From an optimization exercise on the open Yosys and OpenROAD flow, aimed at small area and a short achievable clock period; shortcuts taken in it are not production practice.
At most, simulation tests tie the RTL to the original design; equivalence was not proved.
No functional check of the RTL was part of run 1.
The clock cells of runs 2 to 5 come from the design's own scripts or RTL, not from TritonCTS.
The clock port is modelled as an ideal driver, which makes a skipped or thinned clock tree look cheaper than it is; a real chip needs a root buffer or a tree.

==> flow/design.v (outline; a module is shown in full before it is edited, if it fits) <==
// module csa4: 190 lines
// module csa3: 97 lines
// module cadd32: 169 lines
// module cadd31: 113 lines
// module wrap31: 63 lines
// module pick31: 3 lines
// module mul_rows: 2739 lines
// module fa_cell: 4 lines
// module pair_add: 19 lines
// module p9_add: 18 lines
// module smadd: 14 lines
// module conv2d_3x3: 107 lines
module conv2d_3x3 #(
    parameter SIZE  = 32 ,
    WEIGHT = 34,
    LENGHT = 302
) (
    input clk,
    input reset_n,
    input load,
    input en,
    input [SIZE-1:0] in,
    input [SIZE-1:0] k1,
    input [SIZE-1:0] k2,
    input [SIZE-1:0] k3,
    input [SIZE-1:0] k4,
    input [SIZE-1:0] k5,
    input [SIZE-1:0] k6,
    input [SIZE-1:0] k7,
    input [SIZE-1:0] k8,
    input [SIZE-1:0] k9,
    output valid_out,
    output[SIZE-1:0] out
);
  // ...
==> flow/flow/run.sh <==
#!/bin/bash
# Standard ORFS layout (the standard.sh) with:
#  - timing repair aimed below the design's period: repair_timing treats
#    slack under SETUP_SLACK_MARGIN as a violation (the SDC is the standard flow's);
#  - plain buffers on the ports;
#  - after repair_design, flow/load_tree.tcl rebuilds the buffer tree of the
#    load input as a clustered two-level tree, and puts each output's port
#    buffer and its flip-flop next to the pin;
#  - larger clock-tree sink clusters; after CTS, flow/clk_inv.tcl turns the
#    tree's first two levels into inverters (two per path, so every
#    register still sees the clock unchanged, with less insertion delay).
set -euo pipefail
export SETUP_SLACK_MARGIN=30.75
export BUFFER_PORTS_ARGS="-buffer_cell sky130_fd_sc_hd__buf_4"
export POST_RESIZE_TCL=$PWD/flow/load_tree.tcl
export POST_CTS_TCL=$PWD/flow/clk_inv.tcl
export CTS_ARGS="-sink_clustering_enable -repair_clock_nets -sink_clustering_size 25 -sink_clustering_max_diameter 120 -dont_use_dummy_load"
bash standard.sh > flow_make.log 2>&1
==> flow/flow/clk_inv.tcl <==
# The clock tree's first two levels (the root buffer and the buffers it
# drives) become inverters: every path from the clock port keeps an even
# number of inversions (two inverters, then buffers), and the inverters'
# single stage shortens the insertion delay of all registers alike.
namespace eval ci {
  proc is_clkbuf {inst} { return [regexp {__clkbuf_[0-9]+$} [[$inst getMaster] getName]] }
  proc outnet {inst} {
    foreach it [$inst getITerms] { if {[$it isOutputSignal]} { return [$it getNet] } }
    return "NULL"
  }
  proc swap {inst cell} {
    set block [ord::get_db_block]
    set db [ord::get_db]
    set inet [[$inst findITerm A] getNet]
    set onet [[$inst findITerm X] getNet]
    lassign [$inst getLocation] x y
    set name [$inst getName]
    odb::dbInst_destroy $inst
    set ni [odb::dbInst_create $block [$db findMaster $cell] "${name}_inv"]
    $ni setLocation $x $y
    $ni setPlacementStatus PLACED
    [$ni findITerm A] connect $inet
    [$ni findITerm Y] connect $onet
  }
  proc run {cell} {
    set block [ord::get_db_block]
    set cnet [[$block findBTerm clk] getNet]
    set roots {}
    foreach it [$cnet getITerms] { lappend roots [$it getInst] }
    if {[llength $roots] != 1 || ![is_clkbuf [lindex $roots 0]]} { puts "clk_inv: clock port does not drive one buffer, nothing done"; return }
    set root [lindex $roots 0]
    set kids {}
    foreach it [[outnet $root] getITerms] {
      if {[$it isOutputSignal]} continue
      set k [$it getInst]
      if {![is_clkbuf $k]} { puts "clk_inv: root drives a non-buffer ([$k getName]), nothing done"; return }
      lappend kids $k
    }
    foreach k $kids {
      foreach it [[outnet $k] getITerms] {
        if {[$it isOutputSignal]} continue
        if {![is_clkbuf [$it getInst]]} { puts "clk_inv: level-2 buffer drives a non-buffer, nothing done"; return }
      }
    }
    swap $root $cell
    foreach k $kids { swap $k $cell }
    puts "clk_inv: root and [llength $kids] level-2 clock buffers replaced by $cell"
  }
}
ci::run sky130_fd_sc_hd__clkinv_16
detailed_placement
check_placement -verbose
estimate_parasitics -placement
repair_timing_helper
detailed_placement
check_placement -verbose
==> flow/flow/load_tree.tcl <==
# Rebuild the buffer tree of the load input as a balanced, clustered tree.
# Sourced after repair_design (POST_RESIZE), before detailed placement.
namespace eval lt {
  variable block
  proc is_buf {inst} {
    return [regexp {__(buf|clkbuf|bufbuf)_[0-9]+$} [[$inst getMaster] getName]]
  }
  proc drv_iterm {net} {
    foreach it [$net getITerms] { if {[$it isOutputSignal]} { return $it } }
    return ""
  }
  # all non-buffer sinks below net, deleting the buffers in between
  proc collect {net sinksVar} {
    upvar $sinksVar sinks
    foreach it [$net getITerms] {
      if {[$it isOutputSignal]} continue
      set inst [$it getInst]
      if {[is_buf $inst]} {
        set onet ""
        foreach o [$inst getITerms] { if {[$o isOutputSignal]} { set onet [$o getNet] } }
        if {$onet ne "" && $onet ne "NULL"} { collect $onet sinks }
        odb::dbInst_destroy $inst
        if {$onet ne "" && $onet ne "NULL"} { odb::dbNet_destroy $onet }
      } else {
        lappend sinks $it
      }
    }
  }
  proc center {inst} {
    set b [$inst getBBox]
    return [list [expr {([$b xMin] + [$b xMax]) / 2}] [expr {([$b yMin] + [$b yMax]) / 2}]]
  }
  # k-means of points {x y}, returns list of cluster index per point
  proc kmeans {pts k} {
    set n [llength $pts]
    set cs {}
    for {set i 0} {$i < $k} {incr i} { lappend cs [lindex $pts [expr {($i * $n) / $k}]] }
    # seed by sorting along x then y bands for a spread start
    set asg [lrepeat $n 0]
    for {set it 0} {$it < 25} {incr it} {
      set asg {}
      foreach p $pts {
        set best 0; set bd 1e30; set j 0
        lassign $p px py
        foreach c $cs {
          lassign $c cx cy
          set d [expr {abs($px - $cx) + abs($py - $cy)}]
          if {$d < $bd} { set bd $d; set best $j }
          incr j
        }
        lappend asg $best
      }
      set sx [lrepeat $k 0.0]; set sy [lrepeat $k 0.0]; set sn [lrepeat $k 0]
      foreach p $pts a $asg {
        lset sx $a [expr {[lindex $sx $a] + [lindex $p 0]}]
        lset sy $a [expr {[lindex $sy $a] + [lindex $p 1]}]
        lset sn $a [expr {[lindex $sn $a] + 1}]
      }
      set ncs {}
      for {set j 0} {$j < $k} {incr j} {
        if {[lindex $sn $j] > 0} {
          lappend ncs [list [expr {int([lindex $sx $j] / [lindex $sn $j])}] [expr {int([lindex $sy $j] / [lindex $sn $j])}]]
        } else { lappend ncs [lindex $cs $j] }
      }
      set cs $ncs
    }
    return [list $asg $cs]
  }
  variable cnt 0
  proc mkbuf {master x y innet outnet} {
    variable block; variable cnt
    incr cnt
    set inst [odb::dbInst_create $block $master "ltbuf_$cnt"]
    $inst setLocation $x $y
    $inst setPlacementStatus PLACED
    [$inst findITerm A] connect $innet
    [$inst findITerm X] connect $outnet
    return $inst
  }
  proc mknet {} {
    variable block; variable cnt
    incr cnt
    set net [odb::dbNet_create $block "ltnet_$cnt"]
    $net setSigType SIGNAL
    return $net
  }
  proc build {port leaf_size fan2 leafcell midcell} {
    variable block
    set block [ord::get_db_block]
    set db [ord::get_db]
    set bt [$block findBTerm $port]
    set pnet [$bt getNet]
    # the input buffer on the port
    set ibuf ""
    foreach it [$pnet getITerms] { set ibuf [$it getInst] }
    set root ""
    foreach o [$ibuf getITerms] { if {[$o isOutputSignal]} { set root [$o getNet] } }
    set sinks {}
    collect $root sinks
    foreach it $sinks { $it disconnect }
    set n [llength $sinks]
    set pts {}
    foreach it $sinks { lappend pts [center [$it getInst]] }
    set k1 [expr {($n + $leaf_size - 1) / $leaf_size}]
    lassign [kmeans $pts $k1] asg cs
    set lm [$db findMaster $leafcell]
    set mm [$db findMaster $midcell]
    # level 2 clustering of leaf buffers
    set k2 [expr {($k1 + $fan2 - 1) / $fan2}]
    lassign [kmeans $cs $k2] asg2 cs2
    set midnets {}
    foreach c $cs2 {
      set net [mknet]
      lassign $c x y
      mkbuf $mm $x $y $root $net
      lappend midnets $net
    }
    set j 0
    foreach c $cs a2 $asg2 {
      set net [mknet]
      lassign $c x y
      mkbuf $lm $x $y [lindex $midnets $a2] $net
      set leafnets($j) $net
      incr j
    }
    foreach it $sinks a $asg { $it connect $leafnets($a) }
    puts "load tree: $n sinks, $k1 leaf buffers ($leafcell), $k2 mid buffers ($midcell)"
  }
}
lt::build load 50 8 sky130_fd_sc_hd__buf_6 sky130_fd_sc_hd__buf_16

# Put each output's port buffer and the flip-flop that drives it next to the
# port's pin, so that the register-to-output paths stay short.
namespace eval lt {
  proc out_regs {} {
    set block [ord::get_db_block]
    set core [$block getCoreArea]
    set cx0 [$core xMin]; set cy0 [$core yMin]; set cx1 [$core xMax]; set cy1 [$core yMax]
    set moved 0
    foreach bt [$block getBTerms] {
      if {[$bt getIoType] ne "OUTPUT"} continue
      set net [$bt getNet]
      set buf ""
      foreach it [$net getITerms] { if {[$it isOutputSignal]} { set buf [$it getInst] } }
      if {$buf eq ""} continue
      set bnet [[$buf findITerm A] getNet]
      set ff ""
      foreach it [$bnet getITerms] { if {[$it isOutputSignal]} { set ff [$it getInst] } }
      if {$ff eq ""} continue
      set bb [$bt getBBox]
      set px [expr {([$bb xMin] + [$bb xMax]) / 2}]
      set py [expr {([$bb yMin] + [$bb yMax]) / 2}]
      # inside the core, a little away from the edge
      set m 4000
      set x [expr {min(max($px, $cx0 + $m), $cx1 - $m - 20000)}]
      set y [expr {min(max($py, $cy0 + $m), $cy1 - $m - 3000)}]
      # direction towards the core: flop one cell further in
      set dx 0; set dy 0
      if {$px <= $cx0} { set dx 6000 } elseif {$px >= $cx1} { set dx -6000 } elseif {$py <= $cy0} { set dy 3000 } else { set dy -3000 }
      $buf setLocation $x $y
      $ff setLocation [expr {$x + $dx}] [expr {$y + $dy}]
      incr moved
    }
    puts "output registers moved next to their pins: $moved"
  }
}
lt::out_regs

# Inputs other than load have time to spare: their port buffers can be the
# smallest buffer (repair_timing sizes them up if a path needs it).
namespace eval lt {
  proc small_inbufs {keep cell} {
    set block [ord::get_db_block]
    set m [[ord::get_db] findMaster $cell]
    set n 0
    foreach bt [$block getBTerms] {
      if {[$bt getIoType] ne "INPUT" || [lsearch $keep [$bt getName]] >= 0} continue
      set net [$bt getNet]
      if {$net eq "NULL"} continue
      foreach it [$net getITerms] {
        set inst [$it getInst]
        if {[regexp {__buf_[0-9]+$} [[$inst getMaster] getName]]} { $inst swapMaster $m; incr n }
      }
    }
    puts "input port buffers set to $cell: $n"
  }
}
lt::small_inbufs {load clk reset_n} sky130_fd_sc_hd__buf_1
==> flow/standard.sh <==
#!/bin/bash
# synth_recipe.tcl (not shown) runs the flow's synth.tcl, then flattens the netlist and writes it again
# the make line also repeats each setting of config.mk as NAME=value (left out here)
make -C /OpenROAD-flow-scripts/flow DESIGN_CONFIG=/design/flow/config.mk WORK_HOME=/design/flow/orfs CLKGATE_MAP_FILE= SYNTH_SCRIPT=/design/flow/synth_recipe.tcl "${@:-finish}"
==> flow/config.mk <==
export PLATFORM = sky130hd
export DESIGN_NAME = conv2d_3x3
export DESIGN_NICKNAME = conv2d_3x3
export VERILOG_FILES = /design/flow/design.v
export SDC_FILE = /design/flow/constraint.sdc
export NUM_CORES = 8
export LEC_CHECK = 0
export CAP_MARGIN = 20
export CORE_MARGIN = 2
export CORE_UTILIZATION = 50
export PLACE_DENSITY = 0.6
export SLEW_MARGIN = 20
export SYNTH_HIERARCHICAL = 1
==> flow/constraint.sdc <==
create_clock -name core_clock -period 40.0 [get_ports {clk}]
set_input_delay 8.0000 -clock core_clock [delete_from_list [all_inputs] [get_ports {clk}]]
set_output_delay 8.0000 -clock core_clock [all_outputs]
set_load 0.01 [all_outputs]
==> run notes, run 1 <==
* HP Class: reg2reg
* Non-clock inverters at 144
* DRC at 0
* Fraction of area in registers at 0.3224
* Core area at 509800 µm²
* FMAX at 107.7 MHz
* Setup violations, final at 0
* Commonest non-fill, non-tap cell in the layout: nand2_1
* First-pass GRT wire length at 1024000 µm
* Final Cycle Share at 0.2322
* M2 GR Usage at 0.4168
* Register area at 84470 µm²
* Worst Setup SP: r_out[10]
* Most frequent cells in the layout: 5567 x nand2_1, 5055 x fa_1, 2803 x edfxtp_1
* MaxCap Viol Count at 0
* Slew @ Worst Pin at 1.142 ns
* FF-to-FF End: r34[17]
* Status: complete, no violations
* Util after Layout at 0.5139
* Syn Std Cell Area at 256300 µm²
* Worst rel slew slack at 0.2385
* Reg2Reg Depth at 23
* WHS at 0.3300 ns
* Avg WL per Cell at 25.68 µm
* WHS Path Cells at 0
* WP data required at 32.00 ns
* # diodes at 8
* Max Slew Vio Count at 0
* Slowest cell delay on critical path at 0.43 ns
==> module cadd32, before the edit <==
module cadd32 (input [31:0] a, input [31:0] b, output [31:0] s0, output [31:0] s1, output co0, output co1, output cm);
    wire [31:0] g = a & b;
    wire [31:0] p = a ^ b;
    wire G1_1 = g[1] | (p[1] & g[0]);
    wire P1_1 = p[1] & p[0];
    wire G3_2 = g[3] | (p[3] & g[2]);
    wire P3_2 = p[3] & p[2];
    wire G5_3 = g[5] | (p[5] & g[4]);
    wire P5_3 = p[5] & p[4];
    wire G7_4 = g[7] | (p[7] & g[6]);
    wire P7_4 = p[7] & p[6];
    wire G9_5 = g[9] | (p[9] & g[8]);
    wire P9_5 = p[9] & p[8];
    wire G11_6 = g[11] | (p[11] & g[10]);
    wire P11_6 = p[11] & p[10];
    wire G13_7 = g[13] | (p[13] & g[12]);
    wire P13_7 = p[13] & p[12];
    wire G15_8 = g[15] | (p[15] & g[14]);
    wire P15_8 = p[15] & p[14];
    wire G17_9 = g[17] | (p[17] & g[16]);
    wire P17_9 = p[17] & p[16];
    wire G19_10 = g[19] | (p[19] & g[18]);
    wire P19_10 = p[19] & p[18];
    wire G21_11 = g[21] | (p[21] & g[20]);
    wire P21_11 = p[21] & p[20];
    wire G23_12 = g[23] | (p[23] & g[22]);
    wire P23_12 = p[23] & p[22];
    wire G25_13 = g[25] | (p[25] & g[24]);
    wire P25_13 = p[25] & p[24];
    wire G27_14 = g[27] | (p[27] & g[26]);
    wire P27_14 = p[27] & p[26];
    wire G29_15 = g[29] | (p[29] & g[28]);
    wire P29_15 = p[29] & p[28];
    wire G31_16 = g[31] | (p[31] & g[30]);
    wire P31_16 = p[31] & p[30];
    wire G2_17 = g[2] | (p[2] & G1_1);
    wire P2_17 = p[2] & P1_1;
    wire G3_18 = G3_2 | (P3_2 & G1_1);
    wire P3_18 = P3_2 & P1_1;
    wire G6_19 = g[6] | (p[6] & G5_3);
    wire P6_19 = p[6] & P5_3;
    wire G7_20 = G7_4 | (P7_4 & G5_3);
    wire P7_20 = P7_4 & P5_3;
    wire G10_21 = g[10] | (p[10] & G9_5);
    wire P10_21 = p[10] & P9_5;
    wire G11_22 = G11_6 | (P11_6 & G9_5);
    wire P11_22 = P11_6 & P9_5;
    wire G14_23 = g[14] | (p[14] & G13_7);
    wire P14_23 = p[14] & P13_7;
    wire G15_24 = G15_8 | (P15_8 & G13_7);
    wire P15_24 = P15_8 & P13_7;
    wire G18_25 = g[18] | (p[18] & G17_9);
    wire P18_25 = p[18] & P17_9;
    wire G19_26 = G19_10 | (P19_10 & G17_9);
    wire P19_26 = P19_10 & P17_9;
    wire G22_27 = g[22] | (p[22] & G21_11);
    wire P22_27 = p[22] & P21_11;
    wire G23_28 = G23_12 | (P23_12 & G21_11);
    wire P23_28 = P23_12 & P21_11;
    wire G26_29 = g[26] | (p[26] & G25_13);
    wire P26_29 = p[26] & P25_13;
    wire G27_30 = G27_14 | (P27_14 & G25_13);
    wire P27_30 = P27_14 & P25_13;
    wire G30_31 = g[30] | (p[30] & G29_15);
    wire P30_31 = p[30] & P29_15;
    wire G31_32 = G31_16 | (P31_16 & G29_15);
    wire P31_32 = P31_16 & P29_15;
    wire G4_33 = g[4] | (p[4] & G3_18);
    wire P4_33 = p[4] & P3_18;
    wire G5_34 = G5_3 | (P5_3 & G3_18);
    wire P5_34 = P5_3 & P3_18;
    wire G6_35 = G6_19 | (P6_19 & G3_18);
    wire P6_35 = P6_19 & P3_18;
    wire G7_36 = G7_20 | (P7_20 & G3_18);
    wire P7_36 = P7_20 & P3_18;
    wire G12_37 = g[12] | (p[12] & G11_22);
    wire P12_37 = p[12] & P11_22;
    wire G13_38 = G13_7 | (P13_7 & G11_22);
    wire P13_38 = P13_7 & P11_22;
    wire G14_39 = G14_23 | (P14_23 & G11_22);
    wire P14_39 = P14_23 & P11_22;
    wire G15_40 = G15_24 | (P15_24 & G11_22);
    wire P15_40 = P15_24 & P11_22;
    wire G20_41 = g[20] | (p[20] & G19_26);
    wire P20_41 = p[20] & P19_26;
    wire G21_42 = G21_11 | (P21_11 & G19_26);
    wire P21_42 = P21_11 & P19_26;
    wire G22_43 = G22_27 | (P22_27 & G19_26);
    wire P22_43 = P22_27 & P19_26;
    wire G23_44 = G23_28 | (P23_28 & G19_26);
    wire P23_44 = P23_28 & P19_26;
    wire G28_45 = g[28] | (p[28] & G27_30);
    wire P28_45 = p[28] & P27_30;
    wire G29_46 = G29_15 | (P29_15 & G27_30);
    wire P29_46 = P29_15 & P27_30;
    wire G30_47 = G30_31 | (P30_31 & G27_30);
    wire P30_47 = P30_31 & P27_30;
    wire G31_48 = G31_32 | (P31_32 & G27_30);
    wire P31_48 = P31_32 & P27_30;
    wire G8_49 = g[8] | (p[8] & G7_36);
    wire P8_49 = p[8] & P7_36;
    wire G9_50 = G9_5 | (P9_5 & G7_36);
    wire P9_50 = P9_5 & P7_36;
    wire G10_51 = G10_21 | (P10_21 & G7_36);
    wire P10_51 = P10_21 & P7_36;
    wire G11_52 = G11_22 | (P11_22 & G7_36);
    wire P11_52 = P11_22 & P7_36;
    wire G12_53 = G12_37 | (P12_37 & G7_36);
    wire P12_53 = P12_37 & P7_36;
    wire G13_54 = G13_38 | (P13_38 & G7_36);
    wire P13_54 = P13_38 & P7_36;
    wire G14_55 = G14_39 | (P14_39 & G7_36);
    wire P14_55 = P14_39 & P7_36;
    wire G15_56 = G15_40 | (P15_40 & G7_36);
    wire P15_56 = P15_40 & P7_36;
    wire G24_57 = g[24] | (p[24] & G23_44);
    wire P24_57 = p[24] & P23_44;
    wire G25_58 = G25_13 | (P25_13 & G23_44);
    wire P25_58 = P25_13 & P23_44;
    wire G26_59 = G26_29 | (P26_29 & G23_44);
    wire P26_59 = P26_29 & P23_44;
    wire G27_60 = G27_30 | (P27_30 & G23_44);
    wire P27_60 = P27_30 & P23_44;
    wire G28_61 = G28_45 | (P28_45 & G23_44);
    wire P28_61 = P28_45 & P23_44;
    wire G29_62 = G29_46 | (P29_46 & G23_44);
    wire P29_62 = P29_46 & P23_44;
    wire G30_63 = G30_47 | (P30_47 & G23_44);
    wire P30_63 = P30_47 & P23_44;
    wire G31_64 = G31_48 | (P31_48 & G23_44);
    wire P31_64 = P31_48 & P23_44;
    wire G16_65 = g[16] | (p[16] & G15_56);
    wire P16_65 = p[16] & P15_56;
    wire G17_66 = G17_9 | (P17_9 & G15_56);
    wire P17_66 = P17_9 & P15_56;
    wire G18_67 = G18_25 | (P18_25 & G15_56);
    wire P18_67 = P18_25 & P15_56;
    wire G19_68 = G19_26 | (P19_26 & G15_56);
    wire P19_68 = P19_26 & P15_56;
    wire G20_69 = G20_41 | (P20_41 & G15_56);
    wire P20_69 = P20_41 & P15_56;
    wire G21_70 = G21_42 | (P21_42 & G15_56);
    wire P21_70 = P21_42 & P15_56;
    wire G22_71 = G22_43 | (P22_43 & G15_56);
    wire P22_71 = P22_43 & P15_56;
    wire G23_72 = G23_44 | (P23_44 & G15_56);
    wire P23_72 = P23_44 & P15_56;
    wire G24_73 = G24_57 | (P24_57 & G15_56);
    wire P24_73 = P24_57 & P15_56;
    wire G25_74 = G25_58 | (P25_58 & G15_56);
    wire P25_74 = P25_58 & P15_56;
    wire G26_75 = G26_59 | (P26_59 & G15_56);
    wire P26_75 = P26_59 & P15_56;
    wire G27_76 = G27_60 | (P27_60 & G15_56);
    wire P27_76 = P27_60 & P15_56;
    wire G28_77 = G28_61 | (P28_61 & G15_56);
    wire P28_77 = P28_61 & P15_56;
    wire G29_78 = G29_62 | (P29_62 & G15_56);
    wire P29_78 = P29_62 & P15_56;
    wire G30_79 = G30_63 | (P30_63 & G15_56);
    wire P30_79 = P30_63 & P15_56;
    wire G31_80 = G31_64 | (P31_64 & G15_56);
    wire P31_80 = P31_64 & P15_56;
    assign s0 = p ^ {G30_79, G29_78, G28_77, G27_76, G26_75, G25_74, G24_73, G23_72, G22_71, G21_70, G20_69, G19_68, G18_67, G17_66, G16_65, G15_56, G14_55, G13_54, G12_53, G11_52, G10_51, G9_50, G8_49, G7_36, G6_35, G5_34, G4_33, G3_18, G2_17, G1_1, g[0], 1'b0};
    assign s1 = p ^ {(G30_79 | P30_79), (G29_78 | P29_78), (G28_77 | P28_77), (G27_76 | P27_76), (G26_75 | P26_75), (G25_74 | P25_74), (G24_73 | P24_73), (G23_72 | P23_72), (G22_71 | P22_71), (G21_70 | P21_70), (G20_69 | P20_69), (G19_68 | P19_68), (G18_67 | P18_67), (G17_66 | P17_66), (G16_65 | P16_65), (G15_56 | P15_56), (G14_55 | P14_55), (G13_54 | P13_54), (G12_53 | P12_53), (G11_52 | P11_52), (G10_51 | P10_51), (G9_50 | P9_50), (G8_49 | P8_49), (G7_36 | P7_36), (G6_35 | P6_35), (G5_34 | P5_34), (G4_33 | P4_33), (G3_18 | P3_18), (G2_17 | P2_17), (G1_1 | P1_1), (g[0] | p[0]), 1'b1};
    assign cm = G30_79;
    assign co0 = G31_80;
    assign co1 = G31_80 | P31_80;
endmodule
==> module cadd31, before the edit <==
module cadd31 (input [30:0] a, input [30:0] b, output [30:0] s0, output [30:0] s1, output co0, output co1, output cm);
    wire [30:0] g = a & b;
    wire [30:0] p = a ^ b;
    wire G1_1 = g[1] | (p[1] & g[0]);
    wire P1_1 = p[1] & p[0];
    wire G3_2 = g[3] | (p[3] & g[2]);
    wire P3_2 = p[3] & p[2];
    wire G5_3 = g[5] | (p[5] & g[4]);
    wire P5_3 = p[5] & p[4];
    wire G7_4 = g[7] | (p[7] & g[6]);
    wire P7_4 = p[7] & p[6];
    wire G9_5 = g[9] | (p[9] & g[8]);
    wire P9_5 = p[9] & p[8];
    wire G11_6 = g[11] | (p[11] & g[10]);
    wire P11_6 = p[11] & p[10];
    wire G13_7 = g[13] | (p[13] & g[12]);
    wire P13_7 = p[13] & p[12];
    wire G15_8 = g[15] | (p[15] & g[14]);
    wire P15_8 = p[15] & p[14];
    wire G17_9 = g[17] | (p[17] & g[16]);
    wire P17_9 = p[17] & p[16];
    wire G19_10 = g[19] | (p[19] & g[18]);
    wire P19_10 = p[19] & p[18];
    wire G21_11 = g[21] | (p[21] & g[20]);
    wire P21_11 = p[21] & p[20];
    wire G23_12 = g[23] | (p[23] & g[22]);
    wire P23_12 = p[23] & p[22];
    wire G25_13 = g[25] | (p[25] & g[24]);
    wire P25_13 = p[25] & p[24];
    wire G27_14 = g[27] | (p[27] & g[26]);
    wire P27_14 = p[27] & p[26];
    wire G29_15 = g[29] | (p[29] & g[28]);
    wire P29_15 = p[29] & p[28];
    wire G3_16 = G3_2 | (P3_2 & G1_1);
    wire P3_16 = P3_2 & P1_1;
    wire G7_17 = G7_4 | (P7_4 & G5_3);
    wire P7_17 = P7_4 & P5_3;
    wire G11_18 = G11_6 | (P11_6 & G9_5);
    wire P11_18 = P11_6 & P9_5;
    wire G15_19 = G15_8 | (P15_8 & G13_7);
    wire P15_19 = P15_8 & P13_7;
    wire G19_20 = G19_10 | (P19_10 & G17_9);
    wire P19_20 = P19_10 & P17_9;
    wire G23_21 = G23_12 | (P23_12 & G21_11);
    wire P23_21 = P23_12 & P21_11;
    wire G27_22 = G27_14 | (P27_14 & G25_13);
    wire P27_22 = P27_14 & P25_13;
    wire G7_23 = G7_17 | (P7_17 & G3_16);
    wire P7_23 = P7_17 & P3_16;
    wire G15_24 = G15_19 | (P15_19 & G11_18);
    wire P15_24 = P15_19 & P11_18;
    wire G23_25 = G23_21 | (P23_21 & G19_20);
    wire P23_25 = P23_21 & P19_20;
    wire G15_26 = G15_24 | (P15_24 & G7_23);
    wire P15_26 = P15_24 & P7_23;
    wire G2_27 = g[2] | (p[2] & G1_1);
    wire P2_27 = p[2] & P1_1;
    wire G4_28 = g[4] | (p[4] & G3_16);
    wire P4_28 = p[4] & P3_16;
    wire G5_29 = G5_3 | (P5_3 & G3_16);
    wire P5_29 = P5_3 & P3_16;
    wire G6_30 = g[6] | (p[6] & G5_29);
    wire P6_30 = p[6] & P5_29;
    wire G8_31 = g[8] | (p[8] & G7_23);
    wire P8_31 = p[8] & P7_23;
    wire G9_32 = G9_5 | (P9_5 & G7_23);
    wire P9_32 = P9_5 & P7_23;
    wire G10_33 = g[10] | (p[10] & G9_32);
    wire P10_33 = p[10] & P9_32;
    wire G11_34 = G11_18 | (P11_18 & G7_23);
    wire P11_34 = P11_18 & P7_23;
    wire G12_35 = g[12] | (p[12] & G11_34);
    wire P12_35 = p[12] & P11_34;
    wire G13_36 = G13_7 | (P13_7 & G11_34);
    wire P13_36 = P13_7 & P11_34;
    wire G14_37 = g[14] | (p[14] & G13_36);
    wire P14_37 = p[14] & P13_36;
    wire G16_38 = g[16] | (p[16] & G15_26);
    wire P16_38 = p[16] & P15_26;
    wire G17_39 = G17_9 | (P17_9 & G15_26);
    wire P17_39 = P17_9 & P15_26;
    wire G18_40 = g[18] | (p[18] & G17_39);
    wire P18_40 = p[18] & P17_39;
    wire G19_41 = G19_20 | (P19_20 & G15_26);
    wire P19_41 = P19_20 & P15_26;
    wire G20_42 = g[20] | (p[20] & G19_41);
    wire P20_42 = p[20] & P19_41;
    wire G21_43 = G21_11 | (P21_11 & G19_41);
    wire P21_43 = P21_11 & P19_41;
    wire G22_44 = g[22] | (p[22] & G21_43);
    wire P22_44 = p[22] & P21_43;
    wire G23_45 = G23_25 | (P23_25 & G15_26);
    wire P23_45 = P23_25 & P15_26;
    wire G24_46 = g[24] | (p[24] & G23_45);
    wire P24_46 = p[24] & P23_45;
    wire G25_47 = G25_13 | (P25_13 & G23_45);
    wire P25_47 = P25_13 & P23_45;
    wire G26_48 = g[26] | (p[26] & G25_47);
    wire P26_48 = p[26] & P25_47;
    wire G27_49 = G27_22 | (P27_22 & G23_45);
    wire P27_49 = P27_22 & P23_45;
    wire G28_50 = g[28] | (p[28] & G27_49);
    wire P28_50 = p[28] & P27_49;
    wire G29_51 = G29_15 | (P29_15 & G27_49);
    wire P29_51 = P29_15 & P27_49;
    wire G30_52 = g[30] | (p[30] & G29_51);
    wire P30_52 = p[30] & P29_51;
    assign s0 = p ^ {G29_51, G28_50, G27_49, G26_48, G25_47, G24_46, G23_45, G22_44, G21_43, G20_42, G19_41, G18_40, G17_39, G16_38, G15_26, G14_37, G13_36, G12_35, G11_34, G10_33, G9_32, G8_31, G7_23, G6_30, G5_29, G4_28, G3_16, G2_27, G1_1, g[0], 1'b0};
    assign s1 = p ^ {(G29_51 | P29_51), (G28_50 | P28_50), (G27_49 | P27_49), (G26_48 | P26_48), (G25_47 | P25_47), (G24_46 | P24_46), (G23_45 | P23_45), (G22_44 | P22_44), (G21_43 | P21_43), (G20_42 | P20_42), (G19_41 | P19_41), (G18_40 | P18_40), (G17_39 | P17_39), (G16_38 | P16_38), (G15_26 | P15_26), (G14_37 | P14_37), (G13_36 | P13_36), (G12_35 | P12_35), (G11_34 | P11_34), (G10_33 | P10_33), (G9_32 | P9_32), (G8_31 | P8_31), (G7_23 | P7_23), (G6_30 | P6_30), (G5_29 | P5_29), (G4_28 | P4_28), (G3_16 | P3_16), (G2_27 | P2_27), (G1_1 | P1_1), (g[0] | p[0]), 1'b1};
    assign cm = G29_51;
    assign co0 = G30_52;
    assign co1 = G30_52 | P30_52;
endmodule
==> module pair_add, before the edit <==
module pair_add (
    input  [30:0] ra1, input [30:0] rb1, input s1,
    input  [30:0] ra2, input [30:0] rb2, input s2,
    output [31:0] z
);
    wire        op = s1 ^ s2;
    wire [31:0] sa, sb, h0, h1;
    wire        c1, c2, u0, u1, g30;
    csa4 cs (.r0(ra1), .r1(rb1), .r2(ra2 ^ {31{op}}), .r3(rb2 ^ {31{op}}), .ci(~op), .sa(sa), .sb(sb));
    cadd32 ad (.a(sa), .b(sb), .s0(h0), .s1(h1), .co0(u0), .co1(u1), .cm(g30));
    wrap31 w1 (.ra(ra1), .rb(rb1), .c(c1));
    wrap31 w2 (.ra(ra2), .rb(rb2), .c(c2));
    wire        y   = ~(sa[31] ^ sb[31]) ^ c1 ^ c2;
    wire        neg = op & (y ^ g30);
    wire [30:0] za  = ~op ? ~h1[30:0] : (y ? ~h0[30:0] : h1[30:0]);    
    wire [30:0] zb  = ~op ? ~h1[30:0] : (y ? h1[30:0] : ~h0[30:0]);    
    pick31 pk (.a(za), .b(zb), .s(g30), .z(z[30:0]));
    assign z[31] = neg ? s2 : s1;
endmodule
==> module p9_add, before the edit <==
module p9_add (
    input  [30:0] xi, input sx,
    input  [30:0] ra, input [30:0] rb, input s9,
    output [31:0] z
);
    wire        op = sx ^ s9;
    wire [31:0] sa, sb, h0, h1;
    wire        c9, u0, u1, g30;
    csa3 cs (.r0(xi), .r1(ra ^ {31{op}}), .r2(rb ^ {31{op}}), .ci(~op), .sa(sa), .sb(sb));
    cadd32 ad (.a(sa), .b(sb), .s0(h0), .s1(h1), .co0(u0), .co1(u1), .cm(g30));
    wrap31 w9 (.ra(ra), .rb(rb), .c(c9));
    wire        y   = ~(sa[31] ^ sb[31]) ^ c9;
    wire        neg = op & (y ^ g30);
    wire [30:0] za  = ~op ? ~h1[30:0] : (y ? ~h0[30:0] : h1[30:0]);
    wire [30:0] zb  = ~op ? ~h1[30:0] : (y ? h1[30:0] : ~h0[30:0]);
    pick31 pk (.a(za), .b(zb), .s(g30), .z(z[30:0]));
    assign z[31] = neg ? s9 : sx;
endmodule
==> module smadd, before the edit <==
module smadd #(parameter INV = 0) (
    input  [31:0] x,
    input  [31:0] y,
    output [31:0] z
);
    wire        op = x[31] ^ y[31];
    wire [30:0] u0, u1;
    wire        c0, ge;
    wire        cm;
    cadd31 ad (.a(x[30:0]), .b(y[30:0] ^ {31{op}}), .s0(u0), .s1(u1), .co0(c0), .co1(ge), .cm(cm));
    wire [30:0] m = ~op ? u0 : (ge ? u1 : ~u0);
    assign z[30:0] = INV ? ~m : m;
    assign z[31]   = (op & ~ge) ? y[31] : x[31];
endmodule
==> inputs of run 2 (changes only) <==
--- a/flow/design.v
+++ b/flow/design.v
@@ -290,7 +290,7 @@
     assign sa = {1'b1, s61, s59, s57, s55, s53, s51, s49, s47, s45, s43, s41, s39, s37, s35, s33, s31, s29, s27, s25, s23, s21, s19, s17, s15, s13, s11, s9, s7, s5, s3, s1};
     assign sb = {c62, c60, c58, c56, c54, c52, c50, c48, c46, c44, c42, c40, c38, c36, c34, c32, c30, c28, c26, c24, c22, c20, c18, c16, c14, c12, c10, c8, c6, c4, c2, ci};
 endmodule
-module cadd32 (input [31:0] a, input [31:0] b, output [31:0] s0, output [31:0] s1, output co0, output co1, output cm);
+module cadd32 (input [31:0] a, input [31:0] b, output [31:0] s0, output [31:0] s1, output co0, output co1);
     wire [31:0] g = a & b;
     wire [31:0] p = a ^ b;
     wire G1_1 = g[1] | (p[1] & g[0]);
@@ -455,11 +455,10 @@
     wire P31_80 = P31_64 & P15_56;
     assign s0 = p ^ {G30_79, G29_78, G28_77, G27_76, G26_75, G25_74, G24_73, G23_72, G22_71, G21_70, G20_69, G19_68, G18_67, G17_66, G16_65, G15_56, G14_55, G13_54, G12_53, G11_52, G10_51, G9_50, G8_49, G7_36, G6_35, G5_34, G4_33, G3_18, G2_17, G1_1, g[0], 1'b0};
     assign s1 = p ^ {(G30_79 | P30_79), (G29_78 | P29_78), (G28_77 | P28_77), (G27_76 | P27_76), (G26_75 | P26_75), (G25_74 | P25_74), (G24_73 | P24_73), (G23_72 | P23_72), (G22_71 | P22_71), (G21_70 | P21_70), (G20_69 | P20_69), (G19_68 | P19_68), (G18_67 | P18_67), (G17_66 | P17_66), (G16_65 | P16_65), (G15_56 | P15_56), (G14_55 | P14_55), (G13_54 | P13_54), (G12_53 | P12_53), (G11_52 | P11_52), (G10_51 | P10_51), (G9_50 | P9_50), (G8_49 | P8_49), (G7_36 | P7_36), (G6_35 | P6_35), (G5_34 | P5_34), (G4_33 | P4_33), (G3_18 | P3_18), (G2_17 | P2_17), (G1_1 | P1_1), (g[0] | p[0]), 1'b1};
-    assign cm = G30_79;
     assign co0 = G31_80;
     assign co1 = G31_80 | P31_80;
 endmodule
-module cadd31 (input [30:0] a, input [30:0] b, output [30:0] s0, output [30:0] s1, output co0, output co1, output cm);
+module cadd31 (input [30:0] a, input [30:0] b, output [30:0] s0, output [30:0] s1, output co0, output co1);
     wire [30:0] g = a & b;
     wire [30:0] p = a ^ b;
     wire G1_1 = g[1] | (p[1] & g[0]);
@@ -568,7 +567,6 @@
     wire P30_52 = p[30] & P29_51;
     assign s0 = p ^ {G29_51, G28_50, G27_49, G26_48, G25_47, G24_46, G23_45, G22_44, G21_43, G20_42, G19_41, G18_40, G17_39, G16_38, G15_26, G14_37, G13_36, G12_35, G11_34, G10_33, G9_32, G8_31, G7_23, G6_30, G5_29, G4_28, G3_16, G2_27, G1_1, g[0], 1'b0};
     assign s1 = p ^ {(G29_51 | P29_51), (G28_50 | P28_50), (G27_49 | P27_49), (G26_48 | P26_48), (G25_47 | P25_47), (G24_46 | P24_46), (G23_45 | P23_45), (G22_44 | P22_44), (G21_43 | P21_43), (G20_42 | P20_42), (G19_41 | P19_41), (G18_40 | P18_40), (G17_39 | P17_39), (G16_38 | P16_38), (G15_26 | P15_26), (G14_37 | P14_37), (G13_36 | P13_36), (G12_35 | P12_35), (G11_34 | P11_34), (G10_33 | P10_33), (G9_32 | P9_32), (G8_31 | P8_31), (G7_23 | P7_23), (G6_30 | P6_30), (G5_29 | P5_29), (G4_28 | P4_28), (G3_16 | P3_16), (G2_27 | P2_27), (G1_1 | P1_1), (g[0] | p[0]), 1'b1};
-    assign cm = G29_51;
     assign co0 = G30_52;
     assign co1 = G30_52 | P30_52;
 endmodule
@@ -635,9 +633,6 @@
     wire t30 = t29 & t28;
     assign c = ~(g30 | t30);
 endmodule
-module pick31 (input [30:0] a, input [30:0] b, input s, output [30:0] z);
-    assign z = s ? a : b;
-endmodule
 `timescale 1ns / 1ps
 `timescale 1ns / 1ps
 `timescale 1ns / 1ps
@@ -3393,17 +3388,14 @@
 );
     wire        op = s1 ^ s2;
     wire [31:0] sa, sb, h0, h1;
-    wire        c1, c2, u0, u1, g30;
+    wire        c1, c2, u0, u1;
     csa4 cs (.r0(ra1), .r1(rb1), .r2(ra2 ^ {31{op}}), .r3(rb2 ^ {31{op}}), .ci(~op), .sa(sa), .sb(sb));
-    cadd32 ad (.a(sa), .b(sb), .s0(h0), .s1(h1), .co0(u0), .co1(u1), .cm(g30));
+    cadd32 ad (.a(sa), .b(sb), .s0(h0), .s1(h1), .co0(u0), .co1(u1));
     wrap31 w1 (.ra(ra1), .rb(rb1), .c(c1));
     wrap31 w2 (.ra(ra2), .rb(rb2), .c(c2));
-    wire        y   = ~(sa[31] ^ sb[31]) ^ c1 ^ c2;
-    wire        neg = op & (y ^ g30);
-    wire [30:0] za  = ~op ? ~h1[30:0] : (y ? ~h0[30:0] : h1[30:0]);    
-    wire [30:0] zb  = ~op ? ~h1[30:0] : (y ? h1[30:0] : ~h0[30:0]);    
-    pick31 pk (.a(za), .b(zb), .s(g30), .z(z[30:0]));
-    assign z[31] = neg ? s2 : s1;
+    wire        neg = op & (~h0[31] ^ c1 ^ c2);
+    assign z[30:0] = ~op ? ~h1[30:0] : (neg ? h1[30:0] : ~h0[30:0]);
+    assign z[31]   = neg ? s2 : s1;
 endmodule
 module p9_add (
     input  [30:0] xi, input sx,
@@ -3412,16 +3404,13 @@
 );
     wire        op = sx ^ s9;
     wire [31:0] sa, sb, h0, h1;
-    wire        c9, u0, u1, g30;
+    wire        c9, u0, u1;
     csa3 cs (.r0(xi), .r1(ra ^ {31{op}}), .r2(rb ^ {31{op}}), .ci(~op), .sa(sa), .sb(sb));
-    cadd32 ad (.a(sa), .b(sb), .s0(h0), .s1(h1), .co0(u0), .co1(u1), .cm(g30));
+    cadd32 ad (.a(sa), .b(sb), .s0(h0), .s1(h1), .co0(u0), .co1(u1));
     wrap31 w9 (.ra(ra), .rb(rb), .c(c9));
-    wire        y   = ~(sa[31] ^ sb[31]) ^ c9;
-    wire        neg = op & (y ^ g30);
-    wire [30:0] za  = ~op ? ~h1[30:0] : (y ? ~h0[30:0] : h1[30:0]);
-    wire [30:0] zb  = ~op ? ~h1[30:0] : (y ? h1[30:0] : ~h0[30:0]);
-    pick31 pk (.a(za), .b(zb), .s(g30), .z(z[30:0]));
-    assign z[31] = neg ? s9 : sx;
+    wire        neg = op & (~h0[31] ^ c9);
+    assign z[30:0] = ~op ? ~h1[30:0] : (neg ? h1[30:0] : ~h0[30:0]);
+    assign z[31]   = neg ? s9 : sx;
 endmodule
 module smadd #(parameter INV = 0) (
     input  [31:0] x,
@@ -3431,8 +3420,7 @@
     wire        op = x[31] ^ y[31];
     wire [30:0] u0, u1;
     wire        c0, ge;
-    wire        cm;
-    cadd31 ad (.a(x[30:0]), .b(y[30:0] ^ {31{op}}), .s0(u0), .s1(u1), .co0(c0), .co1(ge), .cm(cm));
+    cadd31 ad (.a(x[30:0]), .b(y[30:0] ^ {31{op}}), .s0(u0), .s1(u1), .co0(c0), .co1(ge));
     wire [30:0] m = ~op ? u0 : (ge ? u1 : ~u0);
     assign z[30:0] = INV ? ~m : m;
     assign z[31]   = (op & ~ge) ? y[31] : x[31];
--- a/flow/flow/run.sh
+++ b/flow/flow/run.sh
@@ -7,10 +7,10 @@
 #    load input as a clustered two-level tree, and puts each output's port
 #    buffer and its flip-flop next to the pin;
 #  - larger clock-tree sink clusters; after CTS, flow/clk_inv.tcl turns the
-#    tree's first two levels into inverters (two per path, so every
+#    tree's buffers into inverters (an even number per path, so every
 #    register still sees the clock unchanged, with less insertion delay).
 set -euo pipefail
-export SETUP_SLACK_MARGIN=30.75
+export SETUP_SLACK_MARGIN=30.85
 export BUFFER_PORTS_ARGS="-buffer_cell sky130_fd_sc_hd__buf_4"
 export POST_RESIZE_TCL=$PWD/flow/load_tree.tcl
 export POST_CTS_TCL=$PWD/flow/clk_inv.tcl
--- a/flow/flow/clk_inv.tcl
+++ b/flow/flow/clk_inv.tcl
@@ -42,9 +42,40 @@
         if {![is_clkbuf [$it getInst]]} { puts "clk_inv: level-2 buffer drives a non-buffer, nothing done"; return }
       }
     }
-    swap $root $cell
-    foreach k $kids { swap $k $cell }
-    puts "clk_inv: root and [llength $kids] level-2 clock buffers replaced by $cell"
+    # every root-to-register path must hold the same number of buffers
+    set level [list $root]
+    set depth 1
+    set all {}
+    set leaves {}
+    while {[llength $level]} {
+      set next {}
+      foreach b $level {
+        lappend all [list $b $depth]
+        set nb 0; set nr 0
+        foreach it [[outnet $b] getITerms] {
+          if {[$it isOutputSignal]} continue
+          if {[is_clkbuf [$it getInst]]} { lappend next [$it getInst]; incr nb } else { incr nr }
+        }
+        if {$nb && $nr} { puts "clk_inv: mixed buffer drives registers and buffers, nothing done"; return }
+        if {$nr} { lappend leaves [list $b $depth $nr] }
+      }
+      set level $next
+      incr depth
+    }
+    set depths [lsort -unique [lmap l $leaves {lindex $l 1}]]
+    if {[llength $depths] != 1 || [lindex $depths 0] % 2} { puts "clk_inv: leaf depths $depths, nothing done"; return }
+    set nl 0
+    foreach l $leaves {
+      lassign $l b d nr
+      if {$nr > 30} { set c sky130_fd_sc_hd__clkinv_16 } elseif {$nr > 12} { set c sky130_fd_sc_hd__clkinv_8 } else { set c sky130_fd_sc_hd__clkinv_4 }
+      set leafcell([$b getName]) $c
+    }
+    foreach a $all {
+      lassign $a b d
+      set nm [$b getName]
+      if {[info exists leafcell($nm)]} { swap $b $leafcell($nm); incr nl } else { swap $b $cell }
+    }
+    puts "clk_inv: [llength $all] clock buffers (depth [lindex $depths 0]) replaced by inverters, $nl leaves sized by fanout"
   }
 }
 ci::run sky130_fd_sc_hd__clkinv_16
--- a/flow/config.mk
+++ b/flow/config.mk
@@ -7,7 +7,7 @@
 export LEC_CHECK = 0
 export CAP_MARGIN = 20
 export CORE_MARGIN = 2
-export CORE_UTILIZATION = 50
-export PLACE_DENSITY = 0.6
+export CORE_UTILIZATION = 60
+export PLACE_DENSITY = 0.7
 export SLEW_MARGIN = 20
 export SYNTH_HIERARCHICAL = 1
==> run notes, run 2 <==
* Status: complete, no violations
* Core area at 420200 µm² (-18%)
* First DRT Iteration DRCs at 14690
* Antenna Violating Nets Remaining at 0
* FMAX at 108.3 MHz (+0.60%)
* Initial antenna violation count at 13
* Max Slew Vio Count at 0 (unchanged)
* Post-DR vias/cell at 6.194
* Total negative setup slack at 0 ns
* First-pass GRT wire length at 966400 µm (-5.6%)
* WP data required at 32.00 ns (about the same)
* Port bufs at 293
* Nets at 24360
* Width of the die at 653.4 µm
* WHS at 0.3135 ns (-0.01647 ns)
* Slew @ Worst Pin at 1.216 ns (+0.07360 ns)
* MaxCap Viol Count at 0 (unchanged)
* CP Class: reg2out
* Critical path's slowest cell: edfxtp_1
* Drt pass-1 iters at 8
* Final-layout fill cell count at 31870
* Yosys warns at 7
* Final non-filler cell area at 256100 µm²
* Post-DP HPWL at 431800 µm
* Slowest cell delay on critical path at 0.44 ns (about the same)
* Vias at 150700
* Largest Register: chain
* Worst setup EP type: output pin
* Max reg flops at 2304
* CP bufs+invs at 1
* Worst-skew pair later-pin latency at 0.70 ns
* Total Routing Usage GR at 0.3001
* Cell Chain, Critical Path: buf_6
* Crit path time final at 9.234 ns
* Area Overhead vs Synth at 1.217%
* HP Class: reg2reg
* Clock transition at path regs at 0.10 ns
* Syn Std Cell Area at 253000 µm² (-1.3%)
* Layout cells sized above 1 at 0.06889
* Unrepaired setup endpoints after global routing: yes
* Crit path max fanout at 1
* Vias in the first global route at 164200
* Starting density of the core at 0.6022
* Rows at 238
* Post-Route WL at 624800 µm
* CP arrival at 1.23 ns
* Commonest non-fill, non-tap cell in the layout: nand2_1
* GRT overflow at 0
* Post-Syn Instances at 19650
* Post-placement cell area at 248700 µm²
* Largest net degree at the start of global routing at 94
* Final Cycle Share at 0.2308 (-0.001383)
* Setup violations, final at 0 (unchanged)
* Clk sinks at 2815
* Startpoint Class: register
* DIE AREA at 426900 µm²
* Pre-CTS setup slack at 29.17 ns
* I/O Pins at 357
* Worst rel slew slack at 0.1894 (-0.04907)
* Most frequent cells in the layout: 5460 x nand2_1, 5059 x fa_1, 2803 x edfxtp_1
* Critical path's top delay family: flip-flops
* Height of the die at 653.4 µm
* DRC at 0 (unchanged)
* Final Skew at 0.1280 ns
* Final hold vios at 0
* GPL Wtd Cong at 0.9368
* Avg WL per Cell at 25.67 µm (about the same)
* Syn avg cell area at 12.88 µm²
* Worst setup margin at 30.77 ns
## run 2: cell type report
class	count	area (µm²)	share of cell area
multi-input combinational	14640	152500	0.5955
sequential	2815	84470	0.3298
timing repair buffer	918	8195	0.03200
tap	5640	7057	0.02755
inverter	259	3010	0.01175
buffer	65	870.8	0.003400
antenna	3	7.507	0.00002931
## run 2: worst paths after layout
kind / cells past startpoint / endpoint / from / slack [ns]
setup / recovery: 1 / out[17] / r_out[17] / 30.77
hold / removal: 0 / chain[2037] / chain[2005] / 0.31
hold reg to reg: 0 / chain[2037] / chain[2005] / 0.31
setup reg to reg: 21 / r34[17] / kr3[11] / 31.00
max in group asynchronous: 1 / e1 / reset_n / 32.58
min in group asynchronous: 1 / cnt[6] / reset_n / 7.19
## run 2: per-stage QoR
stage | instances | util
after global routing | 24340 | 0.6095
final | 24340 | 0.6096
after floorplan | 19770 | -
after global placement | 23850 | 0.5926
after detailed placement | 23890 | 0.5918
## run 2: routing by layer
layer,up-vias,share of wire,GRT usage
li1,60980,-,-
met1,77930,0.35,0.3863
met2,9371,0.46,0.4679
met3,2447,0.11,0.07191
met4,16,0.075,0.1788
met5,-,0.00016,0
==> inputs of run 3 (changes only) <==
--- a/flow/config.mk
+++ b/flow/config.mk
@@ -7,7 +7,7 @@
 export LEC_CHECK = 0
 export CAP_MARGIN = 20
 export CORE_MARGIN = 2
-export CORE_UTILIZATION = 60
-export PLACE_DENSITY = 0.7
+export CORE_UTILIZATION = 50
+export PLACE_DENSITY = 0.6
 export SLEW_MARGIN = 20
 export SYNTH_HIERARCHICAL = 1
==> run notes, run 3 <==
* Post-DP HPWL at 451400 µm (+4.5%)
* Largest net degree at the start of global routing at 84 (-11%)
* Antenna Violating Nets Remaining at 0 (unchanged)
* Post-Syn Instances at 19650 (unchanged)
* Util after Layout at 0.5102 (-0.09940)
* Initial antenna violation count at 12 (-1)
* Vias at 149200 (-1.0%)
* Crit path max fanout at 1 (unchanged)
* Setup violations, final at 0 (unchanged)
* Reg2Reg Depth at 21 (unchanged)
* Avg WL per Cell at 25.70 µm (+0.12%)
* Final Cycle Share at 0.2305 (-0.0003100)
* Area Overhead vs Synth at 1.721%
* Post-placement cell area at 250200 µm² (+0.60%)
* MaxCap Viol Count at 0 (unchanged)
* Nets at 24360 (-0.033%)
* Rows at 261 (+9.7%)
* Clk sinks at 2815 (unchanged)
* Final Skew at 0.1245 ns (-0.003466 ns)
* I/O Pins at 357 (unchanged)
* RR Startpoint: chain[115]
* Startpoint Class: register
* Commonest non-fill, non-tap cell in the layout: nand2_1
* GPL Wtd Cong at 0.9065 (-3.2%)
* Critical path's top delay family: flip-flops
* CP arrival at 1.22 ns (about the same)
* Total Routing Usage GR at 0.2596 (-0.04043)
* First-pass GRT wire length at 1001000 µm (+3.5%)
* Final non-filler cell area at 257400 µm² (+0.50%)
* DIE AREA at 511800 µm² (+20%)
* Core area at 504500 µm² (+20%)
* Max Slew Vio Count at 0 (unchanged)
* FF-to-FF End: r78[30]
* Post-DR vias/cell at 5.875 (-5.1%)
* WP data required at 32.00 ns (about the same)
* Syn avg cell area at 12.88 µm² (unchanged)
* Final hold vios at 0 (unchanged)
* Critical path's slowest cell: edfxtp_1
* Worst Setup SP: r_out[23]
* CP bufs+invs at 1 (unchanged)
* DRC at 0 (unchanged)
* Slew @ Worst Pin at 1.154 ns (-0.06150 ns)
* Drt pass-1 iters at 6 (-2)
* Pre-CTS setup slack at 29.39 ns (+0.2172 ns)
* Width of the die at 715.4 µm (+9.5%)
* Syn Std Cell Area at 253000 µm² (unchanged)
* CP Class: reg2out
* Worst setup EP type: output pin
* Height of the die at 715.4 µm (+9.5%)
* GRT overflow at 0 (unchanged)
* Critical path depth at 1 (unchanged)
* FMAX at 108.4 MHz (+0.13%)
* Post-Route WL at 652800 µm (+4.5%)
* Status: complete, no violations
* Total negative setup slack at 0 ns (unchanged)
* CP Capture Point: out[23]
* FF-to-FF setup slack at 30.98 ns (-0.02 ns)
* Worst setup margin at 30.78 ns (+0.01240 ns)
* First DRT Iteration DRCs at 13180 (-10%)
* Port bufs at 293 (unchanged)
* Yosys warns at 7 (unchanged)
* Unrepaired setup endpoints after global routing: yes
* Slowest cell delay on critical path at 0.43 ns (about the same)
* WHS at 0.3340 ns (+0.02052 ns)
* Vias in the first global route at 163200 (-0.59%)
* Clock transition at path regs at 0.10 ns (about the same)
* Most frequent cells in the layout: 5459 x nand2_1, 5049 x fa_1, 2803 x edfxtp_1
* HP Class: reg2reg
* Largest Register: chain
* Worst-skew pair later-pin latency at 0.68 ns (-0.02 ns)
* Layout cells sized above 1 at 0.06946 (+0.0005646)
* Cell Chain, Critical Path: buf_6
* Starting density of the core at 0.5015 (-0.1007)
* Worst rel slew slack at 0.2304 (+0.04100)
* Crit path time final at 9.221 ns (-0.01240 ns)
* Final-layout fill cell count at 43050 (+35%)
* Max reg flops at 2304 (unchanged)
-- run 3: final cells by class --
| type | instances | area (µm²) | area share |
|---|---|---|---|
| antenna | 5 | 12.51 | 0.00004861 |
| buffer | 65 | 862.1 | 0.003349 |
| inverter | 263 | 3045 | 0.01183 |
| multi-input combinational | 14630 | 152400 | 0.5922 |
| sequential | 2815 | 84470 | 0.3282 |
| tap | 6706 | 8391 | 0.03260 |
| timing repair buffer | 911 | 8180 | 0.03178 |
-- run 3: per-stage QoR --
stage | instances
2_1_floorplan | 19770
3_3_place_gp | 24940
3_5_place_dp | 24980
5_1_grt | 25390
6_report | 25400
-- run 3: worst min path at each step --
stage	startpoint	cells after the start	slack (ns)	to
2_1_floorplan	chain[968]	0	0.40	chain[1000]
5_1_grt	chain[800]	0	0.34	chain[832]
6_report	chain[800]	0	0.33	chain[832]
3_5_place_dp	chain[970]	0	0.40	chain[1002]
3_3_place_gp	chain[1566]	0	0.40	chain[1598]
-- run 3: metal layers --
layer / track usage / part of all wire
met5: 0 / 0.00010
met4: 0.1291 / 0.061
met3: 0.05332 / 0.094
met2: 0.4128 / 0.47
met1: 0.3423 / 0.38
==> inputs of run 4 (changes only) <==
--- a/flow/flow/clk_inv.tcl
+++ b/flow/flow/clk_inv.tcl
@@ -1,7 +1,10 @@
-# The clock tree's first two levels (the root buffer and the buffers it
-# drives) become inverters: every path from the clock port keeps an even
-# number of inversions (two inverters, then buffers), and the inverters'
-# single stage shortens the insertion delay of all registers alike.
+# Sourced after CTS (POST_CTS).  Every buffer of the clock tree becomes an
+# inverter, provided that every path from the clock port to a register
+# passes the same, even number of buffers (it is 4 here): each register
+# still sees the clock unchanged, and the inverters' single stage shortens
+# the insertion delay of all registers alike.  Inner levels use clkinv_16,
+# the last level an inverter sized by the number of registers it drives.
+# The tree is then legalized and timing repaired again.
 namespace eval ci {
   proc is_clkbuf {inst} { return [regexp {__clkbuf_[0-9]+$} [[$inst getMaster] getName]] }
   proc outnet {inst} {
--- a/flow/flow/load_tree.tcl
+++ b/flow/flow/load_tree.tcl
@@ -35,7 +35,6 @@
     set n [llength $pts]
     set cs {}
     for {set i 0} {$i < $k} {incr i} { lappend cs [lindex $pts [expr {($i * $n) / $k}]] }
-    # seed by sorting along x then y bands for a spread start
     set asg [lrepeat $n 0]
     for {set it 0} {$it < 25} {incr it} {
       set asg {}
==> run notes, run 4 <==
* Nets at 24360 (unchanged)
* Drt pass-1 iters at 6 (unchanged)
* Port bufs at 293 (unchanged)
* Width of the die at 715.4 µm (unchanged)
* Post-Route WL at 652800 µm (unchanged)
* Clk sinks at 2815 (unchanged)
* FMAX at 108.4 MHz (unchanged)
* Layout Cells excl Fill at 25400 (unchanged)
* Rows at 261 (unchanged)
* Post-DP HPWL at 451400 µm (unchanged)
* Worst Setup SP: r_out[23]
* Vias in the first global route at 163200 (unchanged)
* Post-Syn Instances at 19650 (unchanged)
* Post-DR vias/cell at 5.875 (unchanged)
* Total negative setup slack at 0 ns (unchanged)
* Clock transition at path regs at 0.10 ns (about the same)
* CP Class: reg2out
* Antenna Violating Nets Remaining at 0 (unchanged)
* Cell Chain, Critical Path: buf_6
* Height of the die at 715.4 µm (unchanged)
* Slew @ Worst Pin at 1.154 ns (unchanged)
* First DRT Iteration DRCs at 13180 (unchanged)
* Startpoint Class: register
* Final hold vios at 0 (unchanged)
* Met1 usage at 0.3423 (unchanged)
* Critical path's slowest cell: edfxtp_1
* Setup violations, final at 0 (unchanged)
* Most utilized layer in the global route result: met2
* MaxCap Viol Count at 0 (unchanged)
* Largest net degree at the start of global routing at 84 (unchanged)
* Largest Register: chain
* Syn Std Cell Area at 253000 µm² (unchanged)
* I/O Pins at 357 (unchanged)
* Slowest cell delay on critical path at 0.43 ns (about the same)
* M2 GR Usage at 0.4128 (unchanged)
* Status: complete, no violations
* Final Cycle Share at 0.2305 (unchanged)
* DRC at 0 (unchanged)
* Yosys warns at 7 (unchanged)
* Met3 usage in global routing at 0.05332 (unchanged)
* Worst-skew pair later-pin latency at 0.68 ns (about the same)
* Final Skew at 0.1245 ns (unchanged)
* GPL Wtd Cong at 0.9065 (unchanged)
* Area Overhead vs Synth at 1.721% (unchanged)
* Min-Delay Startpoint: chain[800]
* RR Startpoint: chain[115]
* Worst rel slew slack at 0.2304 (unchanged)
* Max reg flops at 2304 (unchanged)
* Most frequent cells in the layout: 5459 x nand2_1, 5049 x fa_1, 2803 x edfxtp_1
* Starting density of the core at 0.5015 (unchanged)
* Critical path's top delay family: flip-flops
* GRT overflow at 0 (unchanged)
* Total Routing Usage GR at 0.2596 (unchanged)
* Post-Place Cells at 24980 (unchanged)
* Crit path time final at 9.221 ns (unchanged)
* DIE AREA at 511800 µm² (unchanged)
* Commonest non-fill, non-tap cell in the layout: nand2_1
* CP bufs+invs at 1 (unchanged)
* Vias at 149200 (unchanged)
* CP arrival at 1.22 ns (about the same)
* Crit path max fanout at 1 (unchanged)
* Max Slew Vio Count at 0 (unchanged)
* First-pass GRT wire length at 1001000 µm (unchanged)
* Layout cells sized above 1 at 0.06946 (unchanged)
* Worst setup EP type: output pin
* Avg WL per Cell at 25.70 µm (unchanged)
* Core area at 504500 µm² (unchanged)
* Initial antenna violation count at 12 (unchanged)
* WP data required at 32.00 ns (about the same)
* Unrepaired setup endpoints after global routing: yes
* Syn avg cell area at 12.88 µm² (unchanged)
* HP Class: reg2reg
[run 4: cell counts in the layout (fill, tap and decap cells not counted)]
No cell type changed its count.
[run 4: worst paths after layout]
| path | slack (ns) | endpoint | cells after the start |
|---|---|---|---|
| hold / removal | 0.33 | chain[832] | 0 |
| setup / recovery | 30.78 | out[23] | 1 |
| max in group asynchronous | 32.51 | e5 | 1 |
| min in group asynchronous | 7.20 | cnt[0] | 1 |
| setup reg to reg | 30.98 | r78[30] | 21 |
| hold reg to reg | 0.33 | chain[832] | 0 |
[run 4: area by class of cell]
type | instances | area (µm²)
fill | 43050 | 247100
multi-input combinational | 14630 | 152400
sequential | 2815 | 84470
tap | 6706 | 8391
timing repair buffer | 911 | 8180
inverter | 263 | 3045
buffer | 65 | 862.1
antenna | 5 | 12.51
[run 4: per-layer routing]
metal	vias up	wire, µm
li1	60980	-
met1	78520	246400
met2	7874	305200
met3	1848	61480
met4	10	39610
met5	-	67
[run 4: through the flow]
| stage | area [µm²] | setup WS, ns | hold WS (ns) | utilization |
|---|---|---|---|---|
| final | 257400 | 30.78 | 0.3340 | 0.5102 |
| after global routing | 257400 | 30.71 | 0.3442 | 0.5101 |
| after detailed placement | 250200 | 29.39 | 0.4045 | 0.4958 |
| after global placement | 250500 | 26.21 | 0.4000 | 0.4965 |
| after floorplan | 253500 | 31.17 | 0.4003 | - |
[run 4: worst register-to-register path, cell delays in order, from the launching register on]
cell and delay (ns):
edfxtp_1 0.35, clkbuf_8 0.41, nand2_1 0.37, fa_1 0.54, fa_1 0.62, fa_1 0.47, fa_1 0.44, fa_1 0.44
fa_1 0.48, fa_2 0.65, fa_1 0.46, fa_1 0.56, ha_2 0.33, a211oi_4 0.31, o21ai_2 0.14, a41oi_4 0.32
nand2_8 0.18, o31ai_2 0.33, xnor2_1 0.17, xnor3_2 0.40, clkbuf_16 0.27, a311o_2 0.51
==> inputs of run 5 (changes only) <==
--- a/flow/flow/run.sh
+++ b/flow/flow/run.sh
@@ -10,7 +10,7 @@
 #    tree's buffers into inverters (an even number per path, so every
 #    register still sees the clock unchanged, with less insertion delay).
 set -euo pipefail
-export SETUP_SLACK_MARGIN=30.85
+export SETUP_SLACK_MARGIN=30.80
 export BUFFER_PORTS_ARGS="-buffer_cell sky130_fd_sc_hd__buf_4"
 export POST_RESIZE_TCL=$PWD/flow/load_tree.tcl
 export POST_CTS_TCL=$PWD/flow/clk_inv.tcl
==> run notes, run 5 <==
* Clock transition at path regs at 0.10 ns (about the same)
* Post-Route WL at 652800 µm (about the same)
* Critical path's top delay family: flip-flops
* Area Overhead vs Synth at 1.598%
* Post-Place Cells at 24980 (unchanged)
* Post-DR vias/cell at 5.877 (about the same)
* WHS at 0.3364 ns (+0.002403 ns)
* Port bufs at 293 (unchanged)
* M2 GR Usage at 0.4118 (-0.001001)
* Max Slew Vio Count at 0 (unchanged)
* Post-Syn Instances at 19650 (unchanged)
* Syn avg cell area at 12.88 µm² (unchanged)
* Met3 usage in global routing at 0.05292 (-0.0003997)
* Nets at 24340 (-0.053%)
* Total Routing Usage GR at 0.2592 (-0.0004182)
* CP Class: reg2out
* First-pass GRT wire length at 999100 µm (-0.14%)
* First DRT Iteration DRCs at 13160 (-0.20%)
* Slowest cell delay on critical path at 0.43 ns (about the same)
* Drt pass-1 iters at 6 (unchanged)
* Worst setup EP type: output pin
* Rows at 261 (unchanged)
* Crit path time final at 9.222 ns (+0.0007000 ns)
* MaxCap Viol Count at 0 (unchanged)
* Startpoint Class: register
* Post-DP HPWL at 451400 µm (unchanged)
* Yosys warns at 7 (unchanged)
* Layout Cells excl Fill at 25390 (-0.051%)
* Setup violations, final at 0 (unchanged)
* DRC at 0 (unchanged)
* Commonest non-fill, non-tap cell in the layout: nand2_1
* Final hold vios at 0 (unchanged)
* Worst-skew pair later-pin latency at 0.68 ns (about the same)
* Syn Std Cell Area at 253000 µm² (unchanged)
* CP bufs+invs at 1 (unchanged)
* Crit path max fanout at 1 (unchanged)
* Clk sinks at 2815 (unchanged)
* Largest Register: chain
* GPL Wtd Cong at 0.9065 (unchanged)
* Layout cells sized above 1 at 0.06795 (-0.001505)
* Initial antenna violation count at 10 (-2)
* Width of the die at 715.4 µm (unchanged)
* Final Skew at 0.1241 ns (-0.0004850 ns)
* CP arrival at 1.22 ns (about the same)
* GRT overflow at 0 (unchanged)
* I/O Pins at 357 (unchanged)
* Critical path's slowest cell: edfxtp_1
* Vias in the first global route at 163100 (-0.076%)
* Antenna Violating Nets Remaining at 0 (unchanged)
* Slew @ Worst Pin at 1.142 ns (-0.01195 ns)
* Status: complete, no violations
* HP Class: reg2reg
* Final Cycle Share at 0.2306 (about the same)
* DIE AREA at 511800 µm² (unchanged)
* Met1 usage at 0.3417 (-0.0005578)
* FMAX at 108.4 MHz (about the same)
* Most utilized layer in the global route result: met2
* Most frequent cells in the layout: 5459 x nand2_1, 5057 x fa_1, 2803 x edfxtp_1
* Worst rel slew slack at 0.2384 (+0.007965)
* Starting density of the core at 0.5015 (unchanged)
* Max reg flops at 2304 (unchanged)
* Total negative setup slack at 0 ns (unchanged)
* Cell Chain, Critical Path: buf_6
* Vias at 149200 (-0.019%)
* Height of the die at 715.4 µm (unchanged)
* Unrepaired setup endpoints after global routing: yes
* Avg WL per Cell at 25.72 µm (about the same)
* Largest net degree at the start of global routing at 84 (unchanged)
* Core area at 504500 µm² (unchanged)
* WP data required at 32.00 ns (about the same)
-- run 5: per-stage QoR --
step	worst slack (ns)	util	cell area, µm²
finish	30.78	0.5095	257100
global route	30.71	0.5095	257100
detailed placement	29.39	0.4958	250200
global placement	26.21	0.4965	250500
floorplan	31.17	-	253500
-- run 5: metal layers --
layer | vias up | wire [µm]
li1 | 60950 | -
met1 | 78680 | 248200
met2 | 7684 | 304700
met3 | 1879 | 59590
met4 | 4 | 40270
met5 | - | 24
-- run 5: worst paths after layout --
check	start	endpoint	slack, ns	cells past startpoint
max in group asynchronous	reset_n	e5	32.53	1
worst max register to register	chain[115]	r78[30]	30.96	21
worst max-delay path	r_out[6]	out[6]	30.78	1
min in group asynchronous	reset_n	cnt[0]	7.20	1
worst min-delay path	chain[800]	chain[832]	0.34	0
worst min register to register	chain[800]	chain[832]	0.34	0
-- run 5: cell type report --
type	count	area (µm²)
inverter	263	3045
multi-input combinational	14630	152400
fill	43080	247500
tap	6706	8391
sequential	2815	84470
timing repair buffer	898	7924
antenna	5	12.51
buffer	65	862.1

[afterwards: timing with drivers on the ports]
How much do the figures lean on ideal ports? The routed layouts below were timed once more, with nothing changed but the port constraints. Step 1 (the two cells are an assumption about what drives the block):
set clk [get_ports {clk}]
set_driving_cell -lib_cell sky130_fd_sc_hd__clkbuf_16 $clk
set_driving_cell -lib_cell sky130_fd_sc_hd__buf_2 [delete_from_list [all_inputs] $clk]
Step 2 also shifts input and output timing later by t, the mid clock arrival at the registers, as if the neighbouring blocks saw the same clock. Three values: ideal, step 1, step 2; two values: the first two.
run	shift t [ns]	setup slack, ns	worst setup path at the end	latest minus earliest clock arrival (ns)	worst slew at a driven data input, ns
run 1	0.846	30.711 / 30.553 / 30.223	input to register	0.138 / 0.138	0.18
run 2	0.803	30.766 / 30.609 / 30.139	input to register	0.155 / 0.155	0.08
run 3	0.792	30.779 / 30.620 / 30.228	input to register	0.166 / 0.165	0.14
run 4	0.792	30.779 / 30.620 / 30.228	input to register	0.166 / 0.165	0.14
run 5	0.792	30.778 / 30.617 / 30.223	input to register	0.165 / 0.165	0.13
After both steps every run listed still meets setup and hold. For run 2, which loses most, drivers alone change the setup slack by -0.157 ns; drivers and shift together by -0.627 ns.
